Source: an optimization exercise on an open RTL-to-GDS flow (aim: small area). Production flows keep margins and buffers that such runs may drop.
Only simulation tests tie the RTL to the original design; equivalence was not proved.
Power is estimated from default activity; no workload was simulated.

--- design/flow/config.mk ---
export PLATFORM = sky130hd
export DESIGN_NAME = cla_32bit
export DESIGN_NICKNAME = cla_32bit
export VERILOG_FILES = /design/flow/design.v
export SDC_FILE = /design/flow/constraint.sdc
export NUM_CORES = 4
export LEC_CHECK = 0
export CAP_MARGIN = 20
export CORE_MARGIN = 2
export CORE_UTILIZATION = 40
export SLEW_MARGIN = 20
--- design/flow/constraint.sdc ---
create_clock -name core_clock -period 2.5 [get_ports {i_clk}]
set_input_delay 0.5000 -clock core_clock [delete_from_list [all_inputs] [get_ports {i_clk}]]
set_output_delay 0.5000 -clock core_clock [all_outputs]
set_load 0.01 [all_outputs]
--- design/flow/design.v ---
`timescale 1ns / 1ps
module cla_32bit(
    input i_clk,
    input [31:0]    in1,
    input [31:0]    in2,
    output [32:0]   out
    );
    reg [32:0] s0, s1, s2, s3, s4, s5, s6, s7, s8, s9;
    always @(posedge i_clk) begin
        s0 <= {1'b0, in1} + {1'b0, in2};
        s1 <= s0;
        s2 <= s1;
        s3 <= s2;
        s4 <= s3;
        s5 <= s4;
        s6 <= s5;
        s7 <= s6;
        s8 <= s7;
        s9 <= s8;
    end
    assign out = s9;
endmodule
--- design/flow/run.sh ---
#!/bin/bash
# synth_recipe.tcl (not shown) runs the flow's synth.tcl, then flattens the netlist and writes it again
# the make line also repeats each setting of config.mk as NAME=value (left out here)
make -C /OpenROAD-flow-scripts/flow DESIGN_CONFIG=/design/flow/config.mk WORK_HOME=/design/flow/orfs CLKGATE_MAP_FILE= SYNTH_SCRIPT=/design/flow/synth_recipe.tcl finish
==> flow_summary_export.csv <==
group,metric,value,unit
floorplan,fp-row-count,53,
floorplan,initial_core_util,40.7,%
timing,fmax,428,MHz
timing,skew,0.00582,ns
floorplan,core_area,0.0210,mm^2
power,internal_power,0.00953,W
final_layout,antennaDiodeCount,0,
critical_path,start_kind,"input pin",
clock_tree,cts_root_buf,"clkbuf_16",
place,gp_congestion,0.829,
global_routing,grt_max_degree,17,
timing,report.final.slew_viol_count,0,
timing,tightestPinTransition,0.428,ns
floorplan,io_pins,98,
final_layout,area_delta_synth_final,34.0,%
timing,slew_headroom,71.5,%
floorplan,die_area,0.0225,mm^2
power,p_switching,0.00237,W
synthesis,avgSynthCellArea,14.2,um^2
power,power_density,1040,mW/mm^2
synthesis,synth_seq_cells,330,
route,postRouteAntennaNets,0,
synthesis,synth.top_cell.area_share,77.5,%
route,drt_first_pass_iters,4,
synthesis,synth_area,0.00852,mm^2
clock_tree,clock_latency,0.51,ns
synthesis,synth_top_area_cell,"dfxtp_1",
synthesis,yosysSeqAreaShare,77.5,%
clock_tree,ctsLongestPathBuffers,3,
critical_path,critPathKind,"input pin to register",
synthesis,yosys_warnings,1,
route,drcViolationCount,0,
synthesis,yosys-top-cells-count,"dfxtp_1, a21oi_1, ha_1",
clock_tree,clkSlewWorstSetupHoldPaths,0.06,ns
place,port_buffers,97,
timing,fin_hold_ws,0.263,ns
power,power_frac_seq,56.1,%
final_layout,drive_gt1_share,18.7,%
final_layout,nets,911,
critical_path,cp_max_fo,3,
status,status,"complete, no violations",
synthesis,yosysMostFrequentCell,"dfxtp_1",
critical_path,crit_required,2.96,ns
power,pwr-share-clk,34.3,%
timing,hold_violations,0,
timing,tns,0,ns
global_routing,grt_pass1_vias,4528,
power,p_comb_share,9.6,%
timing,min_period,2.34,ns
synthesis,syn_inst,600,
route,wl_per_cell,11.3,um
global_routing,grt_overflow_total,0,
route,routed_wirelength,12500,um
timing,setup_viol,0,
final_layout,fillers,1789,
route,drt-initial-drc-count,215,
synthesis,synth-edff-count,0,
synthesis,synth_top_flop_cell,"dfxtp_1",
critical_path,critical-path-max-stage-delay,0.41,ns
min_path,hp-class,"input pin to register",
route,num_vias,4663,
critical_path,worstPathCellList,"clkdlybuf4s50_1, ha_1, and2_4, a311o_1, o41ai_4, mux2_2, a221oi_1, and3b_1",
global_routing,grt_pass1_wl,20900,um
clock_tree,cts.sinks,330,
clock_tree,cts_hold_buffers,0,
synthesis,synth_fp_nets,698,
critical_path,end_kind,"register",
job,max-cap-violations,0,
synthesis,ys_types,52,
timing,fin_crit_sh,93.4,%
timing,rsz0062_at_grt,"false",
power,cellLeakagePower,4.91,nW
critical_path,critPathArrivalTime,2.79,ns
place,place_hpwl,9080,um
power,ir_worst_vdd,0.000590,V
clock_tree,htreeDepth,1,
global_routing,grt_usage,11.3,%
route,via_per_inst,4.22,
critical_path,critPathSlowestCell,"clkdlybuf4s50_1",
clock_tree,cts_tree,"built",
floorplan,die_w,150,um
global_routing,antenna_found_initial,0,
synthesis,synthTopCellsByArea,"dfxtp_1, ha_1, a21oi_1, xnor2_1, a21o_1",
floorplan,die_y,150,um
synthesis,synthArstFlopShare,0,%
power,p_sw_share,19.9,%
clock_tree,numCtsBuffers,27,
-- path summary, 6_finish.rpt --
path / startpoint / endpoint / slack (ns) / cells past startpoint
worst min-delay path: in1[0] / s0[0] / 0.26 / 2
worst max register to register: s0[27] / s1[27] / 2.08 / 0
worst max-delay path: in1[26] / s0[31] / 0.16 / 8
worst min register to register: s5[10] / s6[10] / 0.32 / 0
-- metrics by stage --
stage,instance area (um^2),utilization [%],power (W),setup WS (ns),instances
floorplan,8520,-,0.00723,0.00640,600
global placement,10500,50.1,0.00790,-0.536,1058
detailed placement,10500,50.1,0.00795,-0.631,1058
CTS,11400,54.3,0.0121,0.0542,1105
global route,11400,54.5,0.0125,0.0113,1106
finish,11400,54.5,0.0119,0.164,1106
-- repair_timing --
| action | in CTS | in global routing |
|---|---|---|
| setup buffers | 0 | 1 |
| endpoints found under the hold margin | 0 | 0 |
| resized for setup | 2 | 6 |
| endpoints found under the setup margin | 2 | 5 |
| pin swaps | 2 | 7 |
-- flip-flops by register name (all words and copies together) (netlist names) --
name / flops
s0: 33
s1: 33
s2: 33
s3: 33
s4: 33
s5: 33
s6: 33
s7: 33
s8: 33
s9: 33
-- power groups by stage --
stage | clock [W] | sequential, W | combinational, W
after floorplan | 0 | 0.00679 | 0.000435
after global placement | 0 | 0.00677 | 0.00113
after detailed placement | 0 | 0.00681 | 0.00113
after CTS | 0.00422 | 0.00670 | 0.00114
after global routing | 0.00445 | 0.00681 | 0.00124
final | 0.00408 | 0.00668 | 0.00114
-- worst max-delay path, delay by kind of cell --
family,cells,cell delay [ns]
compound gates,3,0.85
mux,1,0.37
fa+ha+maj,1,0.32
simple gates,2,0.35
buf+inv,1,0.41
-- kinds of logic (layout without fill, tap and decap cells) --
logic type | count (synthesis) | in the layout | share of synthesized area (%)
buffers and inverters | 16 | 247 | 0.984
muxes | 1 | 1 | 0.132
and+or+nand+nor | 84 | 84 | 4.88
xor gates and xnor gates | 27 | 27 | 2.78
DFF | 330 | 330 | 77.5
adders and majority gates | 33 | 33 | 4.93
AOI/OAI and AO/OA | 109 | 109 | 8.75
-- final cells by class --
cell class                 instances  area (um^2)  area share [%]
timing repair buffer             193         1700            14.9
multi-input combinational        254         1850            16.2
sequential                       330         6610            57.9
clock buffer                      35          746            6.53
clock inverter                    12          145            1.27
inverter                           7         26.3           0.230
tap                              275          344            3.02
-- routing by layer --
metal,up-vias,share of wire [%],global-route usage (%)
met5,-,0,0
met4,0,2.9,5.24
met3,27,4.5,1.74
met2,118,45,18.7
met1,2045,48,14.6
li1,2473,-,-
-- layout by cell type, fill, tap and decap left out, types with 5 or more instances in the layout --
cell type          n
ha_1              31
xor2_1            11
and3_1             5
a21o_1            14
a31oi_1            5
dfxtp_1          330
clkinv_2           6
inv_1              7
o21ai_0           12
xnor2_1           16
buf_4             96
a211oi_1           6
clkdlybuf4s50_1   95
nand3_1           11
nand2_1           18
nor2_1            22
o211ai_1           8
clkbuf_16         27
a21oi_1           32
nor3_1             9

==> static timing again, ports no longer ideal <==
No port has a modelled driver above. Below, the same layout with a new extraction and two added sets of constraints.
Step 1 sets driving cells, clkbuf_16 on the clock port and buf_2 on the other inputs (assumed; they add their load-dependent delay and slew).
Step 2 times the ports against the registers' clock, not the clock port: input delays grow and output delays shrink by t, the midpoint of the rising clock arrivals with the driver on.
a / b / c = ideal / step 1 / step 2; a / b = the first two.
t, ns: 0.547
setup WS [ns]: 0.164 / 0.172 / -0.375
hold slack, ns: 0.263 / 0.252 / 0.320
slew at the worst register clock pin (ns): 0.06 / 0.06
cell pins on the clock port's net: 1
Met with ideal ports but missed after step 2: setup timing in this run. The setup slack of this run moves by +0.008 ns with the drivers and by -0.539 ns with both steps.
